Source: an optimization exercise on an open RTL-to-GDS flow (aim: a short achievable clock period and few clock cycles). Production flows keep margins and buffers that such runs may drop.
Function was checked by simulation only, so behaviour that the tests miss may differ from the original.

==> build 67 <==
// PipeLineCPU
module PipeLineCPU(
    input         clk,
    input         rst_n,
    output [15:0] imem_addr,
    input  [31:0] imem_rdata,
    output [15:0] dmem_addr,
    output        dmem_we,
    output [31:0] dmem_wdata,
    input  [31:0] dmem_rdata,
    output        debug_wb_have_inst,
    output [31:0] debug_wb_pc,
    output        debug_wb_ena,
    output [4:0]  debug_wb_reg,
    output [31:0] debug_wb_value
    );
    localparam BIB = 4;              
    localparam BN  = 1 << BIB;       
    localparam TW  = 16 - BIB;       
    reg  [31:0] pc;
    reg         btb_v   [0:BN-1];
    reg  [TW-1:0] btb_tag [0:BN-1];
    reg  [31:0] btb_tgt [0:BN-1];
    reg         btb_dir [0:BN-1];    
    reg         btb_ret [0:BN-1];    
    reg  [2:0]  btb_hist[0:BN-1];    
    reg  [15:0] btb_ctr [0:BN-1];    
    reg  [31:0] ras_q;               
    reg         ras_v;
    reg         d_valid;
    reg  [31:0] d_inst, d_pc, d_pc4, d_ptgt;
    reg         d_pt, d_hit;
    reg  [2:0]  d_h;
    reg  [15:0] d_c;
    reg         x_valid;
    reg  [31:0] x_a, x_b, x_sd, x_imm, x_pc, x_pc4, x_btgt, x_jcmp;
    reg  [31:0] m_fa, m_fb, m_fs;
    reg         x_s_add, x_s_sub, x_s_and, x_s_or, x_s_xor, x_s_sll, x_s_sr, x_s_slt, x_s_sltu, x_s_link;
    reg         x_sra;
    reg         x_c_eq, x_c_ne, x_c_lt, x_c_ge, x_c_ltu, x_c_geu, x_c_odd;
    reg  [4:0]  x_rd;
    reg         x_we, x_load, x_store, x_sw, x_br, x_jal, x_jalr;
    reg  [2:0]  x_f3;
    reg         x_pt, x_tok, x_fhit, x_rd0, x_hit;
    reg  [2:0]  x_h;
    reg  [15:0] x_c;
    reg  [31:0] x_ptgt;
    reg         m_valid;
    reg  [31:0] m_res, m_sd, m_pc;
    reg  [1:0]  m_off;
    reg  [4:0]  m_rd;
  ...
clock: 11.0 ns
lec_check: 0
cap_margin: 20
core_margin: 2
core_utilization: 30
place_density: 0.5
setup_slack_margin: 5
slew_margin: 20
tns_end_percent: 100
standard.sh (not shown) runs the stock make flow with config.mk's settings and CLKGATE_MAP_FILE= SYNTH_SCRIPT=/design/flow/synth_recipe.tcl, a recipe that flattens the netlist after the stock synthesis.
==> flow/flow/run.sh <==
#!/bin/bash
set -euo pipefail
bash standard.sh SETUP_SLACK_MARGIN=8 finish > orfs_make.log 2>&1
==> trial 49 (differences from build 67) <==
--- a/flow/design.v
+++ b/flow/design.v
@@ -9,55 +9,58 @@
     input  [31:0] dmem_rdata,
     output        debug_wb_have_inst,
     output [31:0] debug_wb_pc,
     output        debug_wb_ena,
     output [4:0]  debug_wb_reg,
     output [31:0] debug_wb_value
     );
-    localparam BIB = 4;              
-    localparam BN  = 1 << BIB;       
-    localparam TW  = 16 - BIB;       
+    localparam BN  = 8;              
+    localparam TW  = 16;             
     reg  [31:0] pc;
     reg         btb_v   [0:BN-1];
     reg  [TW-1:0] btb_tag [0:BN-1];
     reg  [31:0] btb_tgt [0:BN-1];
     reg         btb_dir [0:BN-1];    
     reg         btb_ret [0:BN-1];    
     reg  [2:0]  btb_hist[0:BN-1];    
     reg  [15:0] btb_ctr [0:BN-1];    
     reg  [31:0] ras_q;               
     reg         ras_v;
+    reg  [2:0]  btb_rr;              
     reg         d_valid;
     reg  [31:0] d_inst, d_pc, d_pc4, d_ptgt;
     reg         d_pt, d_hit;
+    reg  [BN-1:0] d_m;               
     reg  [2:0]  d_h;
     reg  [15:0] d_c;
     reg         x_valid;
     reg  [31:0] x_a, x_b, x_sd, x_imm, x_pc, x_pc4, x_btgt, x_jcmp;
     reg  [31:0] m_fa, m_fb, m_fs;
     reg         x_s_add, x_s_sub, x_s_and, x_s_or, x_s_xor, x_s_sll, x_s_sr, x_s_slt, x_s_sltu, x_s_link;
     reg         x_sra;
     reg         x_c_eq, x_c_ne, x_c_lt, x_c_ge, x_c_ltu, x_c_geu, x_c_odd;
     reg  [4:0]  x_rd;
     reg         x_we, x_load, x_store, x_sw, x_br, x_jal, x_jalr;
     reg  [2:0]  x_f3;
-    reg         x_pt, x_tok, x_fhit, x_rd0, x_hit;
+    reg         x_pt, x_tok, x_fhit, x_rd0;
+    reg  [BN-1:0] x_m;
     reg  [2:0]  x_h;
     reg  [15:0] x_c;
     reg  [31:0] x_ptgt;
     reg         m_valid;
     reg  [31:0] m_res, m_sd, m_pc;
     reg  [1:0]  m_off;
     reg  [4:0]  m_rd;
     reg         m_we, m_load, m_ssub, m_inrange;
     reg  [2:0]  m_f3;
     reg  [15:0] daddr_q;
     reg         dwe_q;
     reg  [31:0] dwdata_q;
-    reg         u_en, u_taken, u_br, u_inval, u_jalr, u_rd0, u_hit;
+    reg         u_en, u_taken, u_br, u_inval, u_jalr, u_rd0;
+    reg  [BN-1:0] u_m;
     reg  [2:0]  u_h;
     reg  [15:0] u_c;
     reg  [31:0] u_pc, u_pc4, u_tgt;
     reg         w_valid, w_we;
     reg  [4:0]  w_rd;
     reg  [31:0] w_val, w_pc;
     reg  [31:0] rf [1:31];
@@ -94,37 +97,38 @@
                     l[i] = l[i+k] | (e[i+k] & l[i]);
                     e[i] = e[i+k] & e[i];
                 end
             ltu_tree = l[0];
         end
     endfunction
     wire [31:0]    pc4   = pc + 32'd4;
-    reg  [BN-1:0]  f_oh;
     reg  [BN-1:0]  f_mt;
     reg            f_hit, f_pt, f_ret;
-    reg  [15:0]    f_ctr;
-    reg  [2:0]     f_h;
     reg  [31:0]    f_tgt;
+    reg  [2:0]     f_h;
+    reg  [15:0]    f_c;
     integer fi;
     always @(*) begin
-        f_hit = 1'b0; f_pt = 1'b0; f_ret = 1'b0;
-        f_ctr = 16'd0; f_h = 3'd0; f_tgt = 32'd0;
+        f_hit = 1'b0; f_pt = 1'b0; f_ret = 1'b0; f_tgt = 32'd0;
+        f_h = 3'd0; f_c = 16'd0;
         for (fi = 0; fi < BN; fi = fi + 1) begin
-            f_mt[fi] = btb_v[fi] && (btb_tag[fi] == pc[17:BIB+2]);
-            f_hit = f_hit | (f_oh[fi] & f_mt[fi]);
-            f_pt  = f_pt  | (f_oh[fi] & f_mt[fi] & btb_dir[fi]);
-            f_ret = f_ret | (f_oh[fi] & btb_ret[fi]);
-            f_ctr = f_ctr | ({16{f_oh[fi]}} & btb_ctr[fi]);
-            f_h   = f_h   | ({3{f_oh[fi]}} & btb_hist[fi]);
-            f_tgt = f_tgt | ({32{f_oh[fi]}} & btb_tgt[fi]);
+            f_mt[fi] = btb_v[fi] && (btb_tag[fi] == pc[17:2]);
+            f_hit = f_hit | f_mt[fi];
+            f_pt  = f_pt  | (f_mt[fi] & btb_dir[fi]);
+            f_ret = f_ret | (f_mt[fi] & btb_ret[fi]);
+            f_tgt = f_tgt | ({32{f_mt[fi]}} & btb_tgt[fi]);
+            f_h   = f_h   | ({3{f_mt[fi]}} & btb_hist[fi]);
+            f_c   = f_c   | ({16{f_mt[fi]}} & btb_ctr[fi]);
         end
     end
     wire [31:0]    f_ptgt = (f_ret && ras_v) ? ras_q : f_tgt;
     assign imem_addr = pc[17:2];
-    wire [BIB-1:0] u_idx = u_pc[BIB+1:2];
+    wire           u_hit   = |u_m;
+    wire           u_alloc = u_en & ~u_inval & (~u_br | u_taken) & ~u_hit;
+    wire           u_upd   = u_en & ~u_inval & u_hit;
     wire [1:0]     u_co  = u_c[{u_h, 1'b0} +: 2];
     wire [1:0]     u_cn  = u_taken ? (u_co == 2'b11 ? 2'b11 : u_co + 2'b01)
                                    : (u_co == 2'b00 ? 2'b00 : u_co - 2'b01);
     reg  [15:0]    u_cnew;
     always @(*) begin
         u_cnew = u_c;
         u_cnew[{u_h, 1'b0} +: 2] = u_cn;
@@ -285,81 +289,75 @@
         else if (d_redirect) pc_norm = d_rtgt;
         else if (f_pt)       pc_norm = f_ptgt;
         else                 pc_norm = pc4;
     end
     wire [31:0] pc_t = redir_t ? tgt_t : pc_norm;
     wire [31:0] pc_nt = redir_n ? tgt_n : pc_norm;
     wire [31:0] pc_n = x_taken ? pc_t : pc_nt;
-    reg  [BN-1:0] oh_n;
-    integer oi;
-    always @(*) begin
-        for (oi = 0; oi < BN; oi = oi + 1)
-            oh_n[oi] = (pc_n[BIB+1:2] == oi);
-    end
     integer i;
     always @(posedge clk or negedge rst_n) begin
         if (~rst_n) begin
             pc      <= 32'd0;
-            f_oh    <= {{(BN-1){1'b0}}, 1'b1};
+            btb_rr  <= 3'd0;
             d_valid <= 1'b0;
             x_valid <= 1'b0;
             m_valid <= 1'b0;
             w_valid <= 1'b0;
             dwe_q   <= 1'b0;
             u_en    <= 1'b0;
             ras_v   <= 1'b0;
             for (i = 0; i < BN; i = i + 1) btb_v[i] <= 1'b0;
         end else begin
             pc      <= pc_n;
-            f_oh    <= oh_n;
             d_valid <= x_redirect ? 1'b0 : stall ? d_valid : ~d_redirect;
             x_valid <= d_valid & ~stall & ~x_redirect;
             m_valid <= x_valid;
             w_valid <= m_valid;
             dwe_q   <= (x_valid & x_store & x_sw & x_inrange) | (m_rmw & m_inrange);
             u_en    <= x_valid & (x_br | x_jal | x_jalr | x_fhit);
             if (u_en & ~u_inval & ~u_br) begin
                 if (~u_rd0)     ras_v <= 1'b1;
                 else if (u_jalr) ras_v <= 1'b0;
             end
-            if (u_en) begin
-                if (u_inval) begin
-                    if (u_hit) btb_v[u_idx] <= 1'b0;
-                end else if (~u_br | u_taken) begin
-                    btb_v[u_idx] <= 1'b1;
-                end
+            if (u_alloc) begin
+                btb_v[btb_rr] <= 1'b1;
+                btb_rr <= btb_rr + 3'd1;
             end
+            for (i = 0; i < BN; i = i + 1)
+                if (u_en & u_inval & u_m[i]) btb_v[i] <= 1'b0;
         end
     end
     always @(posedge clk or negedge rst_n) begin
         if (~rst_n) begin
             for (i = 1; i < 32; i = i + 1) rf[i] <= 32'd0;
         end else if (w_valid & w_we & (w_rd != 5'd0)) begin
             rf[w_rd] <= w_val;
         end
     end
     always @(posedge clk) begin
-        if (u_en & ~u_inval & (~u_br | u_taken | u_hit)) begin
-            btb_tag[u_idx]  <= u_pc[17:BIB+2];
-            if (u_taken) btb_tgt[u_idx] <= u_tgt;
-            btb_dir[u_idx]  <= ~u_br | ~u_hit | u_cnew[{u_hn, 1'b1}];
-            btb_ret[u_idx]  <= u_jalr & u_rd0;
-            btb_hist[u_idx] <= (u_br & u_hit) ? u_hn : 3'b001;
-            btb_ctr[u_idx]  <= (u_br & u_hit) ? u_cnew : 16'haaaa;
-        end
+        for (i = 0; i < BN; i = i + 1)
+            if (u_upd ? u_m[i] : (u_alloc && btb_rr == i)) begin
+                btb_tag[i]  <= u_pc[17:2];
+                if (u_taken) btb_tgt[i] <= u_tgt;
+                btb_dir[i]  <= ~u_br | ~u_hit | u_cnew[{u_hn, 1'b1}];
+                btb_ret[i]  <= u_jalr & u_rd0;
+                btb_hist[i] <= (u_br & u_hit) ? u_hn : 3'b001;
+                btb_ctr[i]  <= (u_br & u_hit) ? u_cnew : 16'haaaa;
+            end
         if (u_en & ~u_inval & ~u_br & ~u_rd0) ras_q <= u_pc4;
         if (~stall) begin
             d_inst <= imem_rdata;
             d_pc   <= pc;
             d_pc4  <= pc4;
             d_pt   <= f_pt;
             d_ptgt <= f_ptgt;
             d_hit  <= f_hit;
+            d_m    <= f_mt;
             d_h    <= f_h;
-            d_c    <= f_ctr;
+            d_c    <= f_c;
         end
         x_a    <= (is_auipc | is_jal) ? d_pc : (is_lui | m1) ? 32'd0 : rv1;
         x_b    <= b_is_reg ? (m2 ? 32'd0 : rv2) : d_imm;
         x_sd   <= m2 ? 32'd0 : rv2;
         x_imm  <= d_imm;
         m_fa   <= (a_is_reg & m1) ? x_res : 32'd0;
         m_fb   <= (b_is_reg & m2) ? x_res : 32'd0;
@@ -387,15 +385,15 @@
         x_pc4   <= d_pc4;
         x_btgt  <= d_btgt;
         x_jcmp  <= d_ptgt - imm_i;
         x_pt    <= d_pt_eff;
         x_tok   <= d_tok;
         x_ptgt  <= d_ptgt;
         x_rd0   <= rd == 5'd0;
-        x_hit   <= d_hit;
+        x_m     <= d_m;
         x_h     <= d_h;
         x_c     <= d_c;
         x_fhit  <= d_nonctl_pt;
         m_res    <= x_res;
         m_sd     <= SD;
         m_pc     <= x_pc;
         m_off    <= agu[1:0];
@@ -407,15 +405,15 @@
         m_f3     <= x_f3;
         daddr_q  <= m_rmw ? daddr_q : agu[17:2];
         dwdata_q <= m_rmw ? st_merge : SD;
         u_taken <= x_jal | x_jalr | (x_br & x_taken);
         u_br    <= x_br;
         u_inval <= ~(x_br | x_jal | x_jalr);
         u_jalr  <= x_jalr;
-        u_hit   <= x_hit;
+        u_m     <= x_m;
         u_h     <= x_h;
         u_c     <= x_c;
         u_rd0   <= x_rd0;
         u_pc    <= x_pc;
         u_pc4   <= x_pc4;
         u_tgt   <= x_jalr ? agu : x_btgt;
         w_we  <= m_we;
==> impl_metrics.ini <==
[yosys]
synthTopCellsByCount = mux2_2, dfrtp_1, edfxtp_1

[placement]
hpwl_mm = 381
place_area_um2 = 127000

[global_route]
antenna_found_initial = 92

[worst_setup_path]
crit_chain = or2_4 -> ha_4 -> or4_4 -> nor4_4 -> nand4_1 -> mux2_4 -> a21oi_4 -> nor4b_4 -> or2_4 -> buf_6 -> nand3_4 -> buf_12 -> o21ai_4 -> buf_6 -> a22oi_2 -> o221ai_1
r2r_start = x_a[27]
worstPathArrival_ns = 5.13

[power_and_ir_drop]
internal-power_mw = 19.1
power_density_nw_per_um2 = 170
ir_drop_uv = 138
p_leak_nw = 67.3

[final_layout]
clkCellAreaFrac_pct = 6.01
clock_buffers = 423
final_cell_mix = dfrtp_1, mux2_2, buf_4

[status]
status = timing/DRC/antenna clean

[sta]
worst_pin_slew_ns = 1.28

[routing]
via_per_inst = 6.46
[end of results for trial 49]
==> impl_metrics.ini <==
[final_layout]
final_cell_mix = edfxtp_1, dfrtp_1, mux2_2
clock_buffers = 467
clkCellAreaFrac_pct = 6.15

[yosys]
synthTopCellsByCount = edfxtp_1, mux2_2, dfrtp_1
syn_avg_cell_area_um2 = 12.2

[power_and_ir_drop]
internal-power_mw = 23.6
ir_drop_uv = 148
power_density_nw_per_um2 = 199
p_leak_nw = 71.1

[worst_setup_path]
crit_chain = or2_4 -> buf_12 -> ha_4 -> or4_4 -> nor3_4 -> nand4_1 -> mux2i_2 -> nor2_2 -> mux2i_4 -> buf_12 -> nor3_4 -> buf_12 -> buf_6 -> buf_6 -> a32o_2 -> a21oi_4 -> nand2b_4 -> nor2_2
worstPathArrival_ns = 4.89
critPathLaunch = x_b[1]

[sta]
worst_pin_slew_ns = 1.31

[global_route]
antenna_found_initial = 83

[status]
status = timing/DRC/antenna clean

[placement]
hpwl_mm = 406
[end of results for build 67]
Testbench counts of build 67, summed over its fixed seeds: cycles 58,523.
Testbench counts of trial 49, summed over its fixed seeds: cycles 57,881.

## static timing again, ports no longer ideal
The results above use ideal ports. As a check the final layouts listed here were re-extracted and re-timed, cells and wires unchanged.
Step 1 sets driving cells, clkbuf_16 on the clock port and buf_2 on the other inputs (assumed; they add their load-dependent delay and slew).
Step 2 also shifts input and output timing later by t, the mid clock arrival at the registers, as if the neighbouring blocks saw the same clock.
a / b / c = ideal / step 1 / step 2; a / b = the first two.
| run | t (ns) | setup WS [ns] | hold WS [ns] | cell pins on the clock port's net |
|---|---|---|---|---|
| build 67 | 1.105 | 6.944 / 6.924 / 6.608 | 0.313 / 0.313 / 0.313 | 1 |
| trial 49 | 1.034 | 6.662 / 6.662 / 6.662 | 0.256 / 0.256 / 0.256 | 1 |
After both steps every run listed still meets setup and hold. For build 67, which loses most, drivers alone change the setup slack by -0.020 ns; drivers and shift together by -0.336 ns.
